Background: an optimization exercise with open tools, aiming at small area. Do not read the settings as production practice. Function was checked by simulation only, so behaviour that the tests miss may differ from the original. Power figures rest on the tool's default switching activity, not on a simulated workload.

[flow/config.mk]
export PLATFORM = sky130hd
export DESIGN_NAME = caption_overlay
export DESIGN_NICKNAME = caption_overlay
export VERILOG_FILES = /design/flow/design.v
export SDC_FILE = /design/flow/constraint.sdc
export NUM_CORES = 4
export LEC_CHECK = 0
export ABC_AREA = 1
export CAP_MARGIN = 20
export CORE_MARGIN = 2
export CORE_UTILIZATION = 40
export SLEW_MARGIN = 20
export SYNTH_MEMORY_MAX_BITS = 16384
[flow/constraint.sdc]
create_clock -name core_clock -period 10.0 [get_ports {clk}]
set_input_delay 2.0000 -clock core_clock [delete_from_list [all_inputs] [get_ports {clk}]]
set_output_delay 2.0000 -clock core_clock [all_outputs]
set_load 0.01 [all_outputs]
[flow/design.v]
module font_rom (
    input  logic [9:0] addr,    
    output logic [7:0] data
);
    always_comb begin
        case (addr)
            10'h108: data = 8'h18;
            10'h109: data = 8'h18;
            10'h10A: data = 8'h18;
            10'h10B: data = 8'h18;
            10'h10C: data = 8'h18;
            10'h10E: data = 8'h18;
            10'h110: data = 8'h6C;
            10'h111: data = 8'h6C;
            10'h112: data = 8'h24;
            10'h118: data = 8'h6C;
            10'h119: data = 8'h6C;
            10'h11A: data = 8'hFE;
            10'h11B: data = 8'h6C;
            10'h11C: data = 8'hFE;
            10'h11D: data = 8'h6C;
            10'h11E: data = 8'h6C;
            10'h164: data = 8'h30;
            10'h165: data = 8'h30;
            10'h166: data = 8'h20;
            10'h16B: data = 8'h7C;
            10'h175: data = 8'h30;
            10'h176: data = 8'h30;
            10'h179: data = 8'h06;
            10'h17A: data = 8'h0C;
            10'h17B: data = 8'h18;
            10'h17C: data = 8'h30;
            10'h17D: data = 8'h60;
            10'h17E: data = 8'hC0;
            10'h180: data = 8'h7C;
            10'h181: data = 8'hC6;
            10'h182: data = 8'hCE;
            10'h183: data = 8'hDE;
            10'h184: data = 8'hF6;
            10'h185: data = 8'hE6;
            10'h186: data = 8'h7C;
            10'h188: data = 8'h30;
            10'h189: data = 8'h70;
            10'h18A: data = 8'h30;
            10'h18B: data = 8'h30;
            10'h18C: data = 8'h30;
            10'h18D: data = 8'h30;
            10'h18E: data = 8'hFC;
            10'h190: data = 8'h78;
            10'h191: data = 8'hCC;
            10'h192: data = 8'h0C;
            10'h193: data = 8'h38;
            10'h194: data = 8'h60;
            10'h195: data = 8'hCC;
            10'h196: data = 8'hFC;
            10'h198: data = 8'h78;
            10'h199: data = 8'hCC;
            10'h19A: data = 8'h0C;
            10'h19B: data = 8'h38;
            10'h19C: data = 8'h0C;
            10'h19D: data = 8'hCC;
            10'h19E: data = 8'h78;
            10'h1A0: data = 8'h1C;
            10'h1A1: data = 8'h3C;
            10'h1A2: data = 8'h6C;
            10'h1A3: data = 8'hCC;
            10'h1A4: data = 8'hFE;
            10'h1A5: data = 8'h0C;
            10'h1A6: data = 8'h1E;
            10'h1A8: data = 8'hFC;
            10'h1A9: data = 8'hC0;
            10'h1AA: data = 8'hF8;
            10'h1AB: data = 8'h0C;
            10'h1AC: data = 8'h0C;
            10'h1AD: data = 8'hCC;
            10'h1AE: data = 8'h78;
            10'h1B0: data = 8'h38;
            10'h1B1: data = 8'h60;
            10'h1B2: data = 8'hC0;
            10'h1B3: data = 8'hF8;
            10'h1B4: data = 8'hCC;
            10'h1B5: data = 8'hCC;
            10'h1B6: data = 8'h78;
            10'h1B8: data = 8'hFC;
            10'h1B9: data = 8'hCC;
            10'h1BA: data = 8'h0C;
            10'h1BB: data = 8'h18;
            10'h1BC: data = 8'h30;
            10'h1BD: data = 8'h30;
            10'h1BE: data = 8'h30;
            10'h1C0: data = 8'h78;
            10'h1C1: data = 8'hCC;
            10'h1C2: data = 8'hCC;
            10'h1C3: data = 8'h78;
            10'h1C4: data = 8'hCC;
            10'h1C5: data = 8'hCC;
            10'h1C6: data = 8'h78;
            10'h1C8: data = 8'h78;
            10'h1C9: data = 8'hCC;
            10'h1CA: data = 8'hCC;
            10'h1CB: data = 8'h7C;
            10'h1CC: data = 8'h0C;
            10'h1CD: data = 8'h18;
            10'h1CE: data = 8'h70;
            10'h1D1: data = 8'h30;
            10'h1D2: data = 8'h30;
            10'h1D5: data = 8'h30;
            10'h1D6: data = 8'h30;
            10'h1F8: data = 8'h78;
            10'h1F9: data = 8'hCC;
            10'h1FA: data = 8'h0C;
            10'h1FB: data = 8'h18;
            10'h1FC: data = 8'h30;
            10'h1FE: data = 8'h30;
            10'h208: data = 8'h10;
            10'h209: data = 8'h38;
            10'h20A: data = 8'h6C;
            10'h20B: data = 8'hC6;
            10'h20C: data = 8'hFE;
            10'h20D: data = 8'hC6;
            10'h20E: data = 8'hC6;
            10'h210: data = 8'hFC;
            10'h211: data = 8'h66;
            10'h212: data = 8'h66;
            10'h213: data = 8'h7C;
            10'h214: data = 8'h66;
            10'h215: data = 8'h66;
            10'h216: data = 8'hFC;
            10'h218: data = 8'h3C;
            10'h219: data = 8'h66;
            10'h21A: data = 8'hC0;
            10'h21B: data = 8'hC0;
            10'h21C: data = 8'hC0;
            10'h21D: data = 8'h66;
            10'h21E: data = 8'h3C;
            10'h220: data = 8'hF8;
            10'h221: data = 8'h6C;
            10'h222: data = 8'h66;
            10'h223: data = 8'h66;
            10'h224: data = 8'h66;
            10'h225: data = 8'h6C;
            10'h226: data = 8'hF8;
            10'h228: data = 8'hFE;
            10'h229: data = 8'h62;
            10'h22A: data = 8'h68;
            10'h22B: data = 8'h78;
            10'h22C: data = 8'h68;
            10'h22D: data = 8'h62;
            10'h22E: data = 8'hFE;
            10'h230: data = 8'hFE;
            10'h231: data = 8'h62;
            10'h232: data = 8'h68;
            10'h233: data = 8'h78;
            10'h234: data = 8'h68;
            10'h235: data = 8'h60;
            10'h236: data = 8'hF0;
            10'h238: data = 8'h3C;
            10'h239: data = 8'h66;
            10'h23A: data = 8'hC0;
            10'h23B: data = 8'hC0;
            10'h23C: data = 8'hCE;
            10'h23D: data = 8'h66;
            10'h23E: data = 8'h3E;
            10'h240: data = 8'hC6;
            10'h241: data = 8'hC6;
            10'h242: data = 8'hC6;
            10'h243: data = 8'hFE;
            10'h244: data = 8'hC6;
            10'h245: data = 8'hC6;
            10'h246: data = 8'hC6;
            10'h248: data = 8'h3C;
            10'h249: data = 8'h18;
            10'h24A: data = 8'h18;
            10'h24B: data = 8'h18;
            10'h24C: data = 8'h18;
            10'h24D: data = 8'h18;
            10'h24E: data = 8'h3C;
            10'h250: data = 8'h1E;
            10'h251: data = 8'h0C;
            10'h252: data = 8'h0C;
            10'h253: data = 8'h0C;
            10'h254: data = 8'hCC;
            10'h255: data = 8'hCC;
            10'h256: data = 8'h78;
            10'h258: data = 8'hE6;
            10'h259: data = 8'h66;
            10'h25A: data = 8'h6C;
            10'h25B: data = 8'h78;
            10'h25C: data = 8'h6C;
            10'h25D: data = 8'h66;
            10'h25E: data = 8'hE6;
            10'h260: data = 8'hF0;
            10'h261: data = 8'h60;
            10'h262: data = 8'h60;
            10'h263: data = 8'h60;
            10'h264: data = 8'h62;
            10'h265: data = 8'h66;
            10'h266: data = 8'hFE;
            10'h268: data = 8'hC6;
            10'h269: data = 8'hEE;
            10'h26A: data = 8'hFE;
            10'h26B: data = 8'hFE;
            10'h26C: data = 8'hD6;
            10'h26D: data = 8'hC6;
            10'h26E: data = 8'hC6;
            10'h270: data = 8'hC6;
            10'h271: data = 8'hE6;
            10'h272: data = 8'hF6;
            10'h273: data = 8'hDE;
            10'h274: data = 8'hCE;
            10'h275: data = 8'hC6;
            10'h276: data = 8'hC6;
            10'h278: data = 8'h38;
            10'h279: data = 8'h6C;
            10'h27A: data = 8'hC6;
            10'h27B: data = 8'hC6;
            10'h27C: data = 8'hC6;
            10'h27D: data = 8'h6C;
            10'h27E: data = 8'h38;
            10'h280: data = 8'hFC;
            10'h281: data = 8'h66;
            10'h282: data = 8'h66;
            10'h283: data = 8'h7C;
            10'h284: data = 8'h60;
            10'h285: data = 8'h60;
            10'h286: data = 8'hF0;
            10'h288: data = 8'h78;
            10'h289: data = 8'hCC;
            10'h28A: data = 8'hCC;
            10'h28B: data = 8'hCC;
            10'h28C: data = 8'hDC;
            10'h28D: data = 8'h78;
            10'h28E: data = 8'h1C;
            10'h290: data = 8'hFC;
            10'h291: data = 8'h66;
            10'h292: data = 8'h66;
            10'h293: data = 8'h7C;
            10'h294: data = 8'h6C;
            10'h295: data = 8'h66;
            10'h296: data = 8'hE6;
            10'h298: data = 8'h78;
            10'h299: data = 8'hCC;
            10'h29A: data = 8'hE0;
            10'h29B: data = 8'h70;
            10'h29C: data = 8'h1C;
            10'h29D: data = 8'hCC;
            10'h29E: data = 8'h78;
            10'h2A0: data = 8'hFC;
            10'h2A1: data = 8'hB4;
            10'h2A2: data = 8'h30;
            10'h2A3: data = 8'h30;
            10'h2A4: data = 8'h30;
            10'h2A5: data = 8'h30;
            10'h2A6: data = 8'h78;
            10'h2A8: data = 8'hCC;
            10'h2A9: data = 8'hCC;
            10'h2AA: data = 8'hCC;
            10'h2AB: data = 8'hCC;
            10'h2AC: data = 8'hCC;
            10'h2AD: data = 8'hCC;
            10'h2AE: data = 8'hFC;
            10'h2B0: data = 8'hCC;
            10'h2B1: data = 8'hCC;
            10'h2B2: data = 8'hCC;
            10'h2B3: data = 8'hCC;
            10'h2B4: data = 8'hCC;
            10'h2B5: data = 8'h78;
            10'h2B6: data = 8'h30;
            10'h2B8: data = 8'hC6;
            10'h2B9: data = 8'hC6;
            10'h2BA: data = 8'hC6;
            10'h2BB: data = 8'hD6;
            10'h2BC: data = 8'hFE;
            10'h2BD: data = 8'hEE;
            10'h2BE: data = 8'hC6;
            10'h2C0: data = 8'hC6;
            10'h2C1: data = 8'hC6;
            10'h2C2: data = 8'h6C;
            10'h2C3: data = 8'h38;
            10'h2C4: data = 8'h38;
            10'h2C5: data = 8'h6C;
            10'h2C6: data = 8'hC6;
            10'h2C8: data = 8'hCC;
            10'h2C9: data = 8'hCC;
            10'h2CA: data = 8'hCC;
            10'h2CB: data = 8'h78;
            10'h2CC: data = 8'h30;
            10'h2CD: data = 8'h30;
            10'h2CE: data = 8'h78;
            10'h2D0: data = 8'hFE;
            10'h2D1: data = 8'hC6;
            10'h2D2: data = 8'h8C;
            10'h2D3: data = 8'h18;
            10'h2D4: data = 8'h32;
            10'h2D5: data = 8'h66;
            10'h2D6: data = 8'hFE;
            10'h30A: data = 8'h78;
            10'h30B: data = 8'h0C;
            10'h30C: data = 8'h7C;
            10'h30D: data = 8'hCC;
            10'h30E: data = 8'h76;
            10'h310: data = 8'hE0;
            10'h311: data = 8'h60;
            10'h312: data = 8'h60;
            10'h313: data = 8'h7C;
            10'h314: data = 8'h66;
            10'h315: data = 8'h66;
            10'h316: data = 8'hDC;
            10'h31A: data = 8'h78;
            10'h31B: data = 8'hCC;
            10'h31C: data = 8'hC0;
            10'h31D: data = 8'hCC;
            10'h31E: data = 8'h78;
            10'h320: data = 8'h1C;
            10'h321: data = 8'h0C;
            10'h322: data = 8'h0C;
            10'h323: data = 8'h7C;
            10'h324: data = 8'hCC;
            10'h325: data = 8'hCC;
            10'h326: data = 8'h76;
            10'h32A: data = 8'h78;
            10'h32B: data = 8'hCC;
            10'h32C: data = 8'hFC;
            10'h32D: data = 8'hC0;
            10'h32E: data = 8'h78;
            10'h330: data = 8'h38;
            10'h331: data = 8'h6C;
            10'h332: data = 8'h60;
            10'h333: data = 8'hF0;
            10'h334: data = 8'h60;
            10'h335: data = 8'h60;
            10'h336: data = 8'hF0;
            10'h33A: data = 8'h76;
            10'h33B: data = 8'hCC;
            10'h33C: data = 8'hCC;
            10'h33D: data = 8'h7C;
            10'h33E: data = 8'h0C;
            10'h33F: data = 8'hF8;
            10'h340: data = 8'hE0;
            10'h341: data = 8'h60;
            10'h342: data = 8'h6C;
            10'h343: data = 8'h76;
            10'h344: data = 8'h66;
            10'h345: data = 8'h66;
            10'h346: data = 8'hE6;
            10'h348: data = 8'h30;
            10'h34A: data = 8'h70;
            10'h34B: data = 8'h30;
            10'h34C: data = 8'h30;
            10'h34D: data = 8'h30;
            10'h34E: data = 8'h78;
            10'h350: data = 8'h0C;
            10'h352: data = 8'h0C;
            10'h353: data = 8'h0C;
            10'h354: data = 8'h0C;
            10'h355: data = 8'hCC;
            10'h356: data = 8'hCC;
            10'h357: data = 8'h78;
            10'h358: data = 8'hE0;
            10'h359: data = 8'h60;
            10'h35A: data = 8'h66;
            10'h35B: data = 8'h6C;
            10'h35C: data = 8'h78;
            10'h35D: data = 8'h6C;
            10'h35E: data = 8'hE6;
            10'h360: data = 8'h70;
            10'h361: data = 8'h30;
            10'h362: data = 8'h30;
            10'h363: data = 8'h30;
            10'h364: data = 8'h30;
            10'h365: data = 8'h30;
            10'h366: data = 8'h78;
            10'h36A: data = 8'hCC;
            10'h36B: data = 8'hFE;
            10'h36C: data = 8'hFE;
            10'h36D: data = 8'hD6;
            10'h36E: data = 8'hC6;
            10'h372: data = 8'hF8;
            10'h373: data = 8'hCC;
            10'h374: data = 8'hCC;
            10'h375: data = 8'hCC;
            10'h376: data = 8'hCC;
            10'h37A: data = 8'h78;
            10'h37B: data = 8'hCC;
            10'h37C: data = 8'hCC;
            10'h37D: data = 8'hCC;
            10'h37E: data = 8'h78;
            10'h382: data = 8'hDC;
            10'h383: data = 8'h66;
            10'h384: data = 8'h66;
            10'h385: data = 8'h7C;
            10'h386: data = 8'h60;
            10'h387: data = 8'hF0;
            10'h38A: data = 8'h76;
            10'h38B: data = 8'hCC;
            10'h38C: data = 8'hCC;
            10'h38D: data = 8'h7C;
            10'h38E: data = 8'h0C;
            10'h38F: data = 8'h1E;
            10'h392: data = 8'hDC;
            10'h393: data = 8'h76;
            10'h394: data = 8'h66;
            10'h395: data = 8'h60;
            10'h396: data = 8'hF0;
            10'h39A: data = 8'h7C;
            10'h39B: data = 8'hC0;
            10'h39C: data = 8'h78;
            10'h39D: data = 8'h0C;
            10'h39E: data = 8'hF8;
            10'h3A0: data = 8'h10;
            10'h3A1: data = 8'h30;
            10'h3A2: data = 8'h7C;
            10'h3A3: data = 8'h30;
            10'h3A4: data = 8'h30;
            10'h3A5: data = 8'h34;
            10'h3A6: data = 8'h18;
            10'h3AA: data = 8'hCC;
            10'h3AB: data = 8'hCC;
            10'h3AC: data = 8'hCC;
            10'h3AD: data = 8'hCC;
            10'h3AE: data = 8'h76;
            10'h3B2: data = 8'hCC;
            10'h3B3: data = 8'hCC;
            10'h3B4: data = 8'hCC;
            10'h3B5: data = 8'h78;
            10'h3B6: data = 8'h30;
            10'h3BA: data = 8'hC6;
            10'h3BB: data = 8'hD6;
            10'h3BC: data = 8'hFE;
            10'h3BD: data = 8'hFE;
            10'h3BE: data = 8'h6C;
            10'h3C2: data = 8'hC6;
            10'h3C3: data = 8'h6C;
            10'h3C4: data = 8'h38;
            10'h3C5: data = 8'h6C;
            10'h3C6: data = 8'hC6;
            10'h3CA: data = 8'hCC;
            10'h3CB: data = 8'hCC;
            10'h3CC: data = 8'hCC;
            10'h3CD: data = 8'h7C;
            10'h3CE: data = 8'h0C;
            10'h3CF: data = 8'hF8;
            10'h3D2: data = 8'hFC;
            10'h3D3: data = 8'h98;
            10'h3D4: data = 8'h30;
            10'h3D5: data = 8'h64;
            10'h3D6: data = 8'hFC;
            default: data = 8'h00;
        endcase
    end
endmodule
module caption_renderer (
    input  logic         clk,
    input  logic         rst_n,
    input  logic [7:0]   pixel_x,
    input  logic [7:0]   pixel_y,
    input  logic         text_load,       
    input  logic [255:0] text_string,
    input  logic [4:0]   text_length,
    input  logic [7:0]   cfg_y_position,
    output logic         box_d1,          
    output logic         lit_d1           
);
    localparam CHARS = 18;
    logic [6:0] line_buffer [0:CHARS-1];
    logic [4:0] line_length;
    always_ff @(posedge clk or negedge rst_n) begin
        if (!rst_n)
            line_length <= 5'd0;
        else if (text_load)
            line_length <= (text_length > 5'd18) ? 5'd18 : text_length;
    end
    always_ff @(posedge clk) begin
        if (text_load)
            for (int c = 0; c < CHARS; c++)
                line_buffer[c] <= text_string[254 - c*8 -: 7];
    end
    logic [8:0] y_off;
    assign y_off = {1'b0, pixel_y} - {1'b0, cfg_y_position};
    wire in_rows = ~y_off[8] & ~y_off[7] & ~y_off[6] & ~y_off[3] &
                   (~y_off[5] | (~y_off[4] & ~y_off[2]));
    wire [2:0] glyph_row = y_off[2:0];
    wire [2:0] start_q = 3'd4 - line_length[2:0];
    logic [6:0] rel;
    assign rel = {1'b0, pixel_x[7:2]} - {4'b0, start_q};
    wire [4:0] char_index = rel[5:1];
    wire in_x = ~rel[6] & (char_index < line_length);
    wire in_box = in_rows & in_x;
    logic [6:0] cur_char;
    always_comb begin
        cur_char = 7'd0;
        for (int c = 0; c < CHARS; c++)
            if (char_index == c[4:0]) cur_char = line_buffer[c];
        if (!in_box) cur_char = 7'd0;
    end
    logic [6:0] char_d1;
    logic [7:0] font_data;
    font_rom u_font_rom (
        .addr ({char_d1, glyph_row}),
        .data (font_data)
    );
    always_ff @(posedge clk) begin
        char_d1 <= cur_char;
        box_d1  <= in_box;
        lit_d1  <= in_box & font_data[~pixel_x[2:0]];
    end
endmodule
module alpha_blender (
    input  logic        clk,
    input  logic        rst_n,
    input  logic [14:0] vid_rgb_in,
    input  logic        vid_de_in,
    input  logic        vid_vs_in,
    input  logic        vid_hs_in,
    input  logic        overlay_alpha,
    input  logic        overlay_lit,
    input  logic [14:0] overlay_color,
    output logic [14:0] vid_rgb_out,
    output logic        vid_de_out,
    output logic        vid_vs_out,
    output logic        vid_hs_out,
    input  logic        cfg_enable
);
    logic [17:0] vid_d1, vid_d2;
    always_ff @(posedge clk) begin
        vid_d1 <= {vid_rgb_in, vid_de_in, vid_vs_in, vid_hs_in};
        vid_d2 <= vid_d1;
    end
    wire show_video = ~(cfg_enable & overlay_alpha);
    wire show_text  = cfg_enable & overlay_lit;
    always_ff @(posedge clk or negedge rst_n) begin
        if (!rst_n) begin
            vid_rgb_out <= 15'h0000;
            vid_de_out  <= 1'b0;
            vid_vs_out  <= 1'b0;
            vid_hs_out  <= 1'b0;
        end else begin
            vid_rgb_out <= ({15{show_text}} & overlay_color) |
                           ({15{show_video}} & vid_d2[17:3]);
            vid_de_out  <= vid_d2[2];
            vid_vs_out  <= vid_d2[1];
            vid_hs_out  <= vid_d2[0];
        end
    end
endmodule
`timescale 1ns / 1ps
module caption_overlay (
    input  logic         clk,
    input  logic         rst_n,
    input  logic [14:0]  vid_rgb_in,
    input  logic         vid_de_in,
    input  logic         vid_vs_in,
    input  logic         vid_hs_in,
    input  logic [7:0]   vid_x,
    input  logic [7:0]   vid_y,
    input  logic         text_valid,
    input  logic [255:0] text_string,
    input  logic [4:0]   text_length,
    input  logic         cfg_enable,
    input  logic         cfg_mode,
    input  logic [14:0]  cfg_caption_color,
    input  logic [7:0]   cfg_caption_y,
    output logic [14:0]  vid_rgb_out,
    output logic         vid_de_out,
    output logic         vid_vs_out,
    output logic         vid_hs_out
);
    wire caption_en = cfg_enable & cfg_mode;
    logic box_d1, lit_d1;
    caption_renderer u_caption_renderer (
        .clk            (clk),
        .rst_n          (rst_n),
        .pixel_x        (vid_x),
        .pixel_y        (vid_y),
        .text_load      (text_valid & caption_en),
        .text_string    (text_string),
        .text_length    (text_length),
        .cfg_y_position (cfg_caption_y),
        .box_d1         (box_d1),
        .lit_d1         (lit_d1)
    );
    logic        caption_alpha, caption_lit;
    logic [14:0] caption_color;
    always_ff @(posedge clk or negedge rst_n) begin
        if (!rst_n) begin
            caption_alpha <= 1'b0;
            caption_lit   <= 1'b0;
        end else begin
            caption_alpha <= caption_en & box_d1;
            caption_lit   <= caption_en & lit_d1;
        end
    end
    always_ff @(posedge clk)
        caption_color <= cfg_caption_color;
    alpha_blender u_alpha_blender (
        .clk           (clk),
        .rst_n         (rst_n),
        .vid_rgb_in    (vid_rgb_in),
        .vid_de_in     (vid_de_in),
        .vid_vs_in     (vid_vs_in),
        .vid_hs_in     (vid_hs_in),
        .overlay_alpha (caption_alpha),
        .overlay_lit   (caption_lit),
        .overlay_color (caption_color),
        .vid_rgb_out   (vid_rgb_out),
        .vid_de_out    (vid_de_out),
        .vid_vs_out    (vid_vs_out),
        .vid_hs_out    (vid_hs_out),
        .cfg_enable    (cfg_enable)
    );
endmodule
[flow/run.sh]
#!/bin/bash
# synth_recipe.tcl (not shown) runs the flow's synth.tcl, then flattens the netlist and writes it again
# the make line also repeats each setting of config.mk as NAME=value (left out here)
make -C /OpenROAD-flow-scripts/flow DESIGN_CONFIG=/design/flow/config.mk WORK_HOME=/design/flow/orfs CLKGATE_MAP_FILE= SYNTH_SCRIPT=/design/flow/synth_recipe.tcl finish
==> notes.md <==
Yosys top cell by area = edfxtp_1
crit start category = primary input
GRT Overall Usage = 31.03%
flops & latches, synth = 211
synthesized net count = 1,714
vias per cell = 5.709
drt wl/cell = 23.31 um
Clk Latency, worst-skew pair = 0.50 ns
top cell type's share of synthesized area = 33.82%
Die Area = 29,320 um^2
CTS Buffer Depth = 3
critical path arrival = 6.38 ns
DPL Wire Length = 34.08 mm
drc violations = 0
Post CTS Setup Buffer Count = 0
Slew @ Worst Pin = 1.162 ns
pwr dens = 173.9 nW/um^2
Setup Viol. Count Final = 0
number of flops mapped to enable cells by yosys = 126
outcome = finished clean
Die X = 171.2 um
clk_skew = 0.008972 ns
CP delay by family, top = simple AND/OR/NAND/NOR gates
CP cell instances = clkdlybuf4s50_1 > inv_1 > ha_1 > inv_1 > fa_1 > buf_4 > inv_1 > ha_1 > inv_1 > nand2_1 > nand2_1 > nand2_1 > nand2_1 > nand2_1 > nand3_1 > o311ai_1 > nand2_1 > o21ai_1 > nand3_1 > nand2_1 > a21oi_1 > nor2_1
I/O pin total = 341
port bufs = 210
clock root buffer = clkbuf_16
worst r2r path cells = 23
maximum VDD drop = 0.1513 mV
Static Leak = 5.837 nW
worst hold stages = 0
count of cells resized by post-cts repair = 0
WP depth = 22
total CTS buffers = 21
number of H-tree levels = 1
Synth top cells by count = nand2_1, edfxtp_1, inv_1
sequential area share after synthesis = 50.15%
setup_tns = 0 ns
Most used DFF post-synth = edfxtp_1
CTS Hold Bufs = 0
layout cells sized above 1 = 5.079%
pre-CTS setup slack = 3.774 ns
Required @ worst endpoint = 10.43 ns
CP peak stage delay = 0.45 ns
Syn Std Cell Area = 11,190 um^2
Final min period = 5.957 ns
RSZ-0062 raised after global routing = no
Setup CP Type = in -> reg
Area contributors post-synth = edfxtp_1, nand2_1, dfxtp_1
Tot Pwr = 2.500 mW
largest net degree at the start of global routing = 83
vias in the first global route = 10,970
Layout area overhead = 28.47%
Antenna Violating Nets Remaining = 0
YS warnings = 5
slowest stage cell, crit path = clkdlybuf4s50_1
setup ws final = 4.043 ns
Peak Freq = 167.9 MHz
vias = 11,160
final core occ = 52.02%
Cells after Synth = 1,363
Die Y = 171.2 um
Relative slew margins = 22.23%
GP Congestion = 1.042
nets = 1,911
num rows = 61
TritonCTS Sinks = 211
Avg Cell Area, Syn = 8.209 um^2
CTS tree = yes
MaxCap Viol Count = 0
critical path's most frequent cell = nand2_1
Worst Path Max Fanout = 10
clock slew at reported path FFs = 0.06 ns
Remaining Overflow, GRT = 0
Yosys cell types = 48
initial DRC count = 1,516
initial antenna violation count = 1
most frequent cell after synthesis = nand2_1
worst path bufs/invs = 6
CP endpoint kind = register
final-report max-slew violation count = 0
Post-Route WL = 45.55 mm
Core Box Area = 27,630 um^2
Worst Hold Class = reg -> reg
fraction of registers with async set/reset = 11.85%
fin crit share = 59.57%
first-pass GRT wire length = 67.03 mm
Hold Fails Final Rpt = 0
TritonRoute pass-1 iters = 6
Initial Utilization = 40.49%
cell families after synthesis:
logic type      share of synthesized area, %
compound gates                         15.38
fa+ha+maj                              3.265
flops                                  50.15
buf+inv                                6.755
xor+xnor                              0.2349
simple gates                           24.22
cell usage in the layout (no fill, tap or decap), types with 2 or more instances in the layout:
cell,count
or2_2,4
o211ai_1,11
dfrtp_1,25
ha_1,26
a31oi_1,21
a22oi_1,4
clkinvlp_4,5
clkbuf_16,21
xnor2_1,2
a41oi_1,2
nand2_1,359
a32o_1,15
inv_2,12
o311ai_1,3
nor4_1,4
edfxtp_1,126
o21ai_1,30
nor3_1,11
o2111ai_1,12
bufinv_16,3
nand3_1,91
buf_4,17
o21a_1,3
nand4_1,39
dfxtp_2,2
inv_1,122
nor3b_1,4
o22ai_1,12
o21ai_0,77
clkinv_2,2
clkbuf_1,2
clkdlybuf4s50_1,210
fa_1,2
o221ai_1,6
o31ai_1,7
a21oi_1,78
clkinv_1,6
dfxtp_1,58
nor2_1,119
nor2_2,7
final timing paths:
kind                            slack, ns                              end                              start
max in group asynchronous            7.80  u_alpha_blender.vid_rgb_out[13]                              rst_n
worst max register to register       6.05    u_caption_renderer.char_d1[2]  u_caption_renderer.line_length[0]
worst min-delay path                 0.33       u_alpha_blender.vid_d2[17]         u_alpha_blender.vid_d1[17]
worst max-delay path                 4.04        u_caption_renderer.lit_d1                           vid_y[0]
worst min register to register       0.33       u_alpha_blender.vid_d2[17]         u_alpha_blender.vid_d1[17]
min in group asynchronous            1.91   u_alpha_blender.vid_rgb_out[1]                              rst_n
flip-flops by register name, indices dropped and copies added (netlist names):
name                            cells
u_caption_renderer.line_buffer    126
u_alpha_blender.vid_d1             18
u_alpha_blender.vid_d2             18
caption_color                      15
u_alpha_blender.vid_rgb_out        15
u_caption_renderer.char_d1          7
u_caption_renderer.line_length      5
caption_alpha                       1
caption_lit                         1
u_alpha_blender.vid_de_out          1
u_alpha_blender.vid_hs_out          1
u_alpha_blender.vid_vs_out          1
u_caption_renderer.box_d1           1
u_caption_renderer.lit_d1           1
cell type report:
| cell class | count | area [um^2] |
|---|---|---|
| Timing Repair Buffer | 227 | 2230 |
| Clock inverter | 15 | 173.9 |
| Inverter | 139 | 524.3 |
| Clock buffer | 23 | 533.0 |
| Tap cell | 378 | 473.0 |
| Sequential cell | 211 | 5613 |
| Antenna cell | 1 | 2.502 |
| Fill cell | 2682 | 13260 |
| Multi-Input combinational cell | 960 | 4825 |
routing by layer:
metal,vias up,wire (um),track usage [%]
met5,-,0,0
met4,0,2469,15.48
met3,149,4109,6.029
met2,632,20560,49.51
met1,5261,18410,40.41
li1,5113,-,-
stage by stage:
step	area (um^2)	hold WS, ns	std cells
floorplan	11190	0.3096	1363
global placement	13660	0.3102	1915
detailed placement	13660	0.3121	1915
CTS	14370	0.3274	1953
global route	14370	0.3323	1953
finish	14370	0.3262	1954
power breakdown:
group          leakage [nW]  switching (mW)  internal, mW  total [mW]
clock network         0.330           0.327         0.468       0.796
logic                  3.55           0.483         0.237       0.720
registers              1.96          0.0142         0.970       0.984

-- re-timing with driven ports --
How much do the figures lean on ideal ports? The routed layout below was timed once more, with nothing changed but the port constraints.
Step 1 (the two cells are an assumption about what drives the block):
set clk [get_ports {clk}]
set_driving_cell -lib_cell sky130_fd_sc_hd__clkbuf_16 $clk
set_driving_cell -lib_cell sky130_fd_sc_hd__buf_2 [delete_from_list [all_inputs] $clk]
Step 2 times the ports against the registers' clock, not the clock port: input delays grow and output delays shrink by t, the midpoint of the rising clock arrivals with the driver on.
Slacks: no drivers / after step 1 / after step 2; pairs: no drivers / after step 1.
t (ns): 0.537
slack for setup (ns): 4.043 / 4.063 / 3.526
slew at the worst register clock pin (ns): 0.07 / 0.07
cell pins on the clock port's net: 1
After both steps setup and hold are still met in this run. The setup slack of this run moves by +0.020 ns with the drivers and by -0.517 ns with both steps.
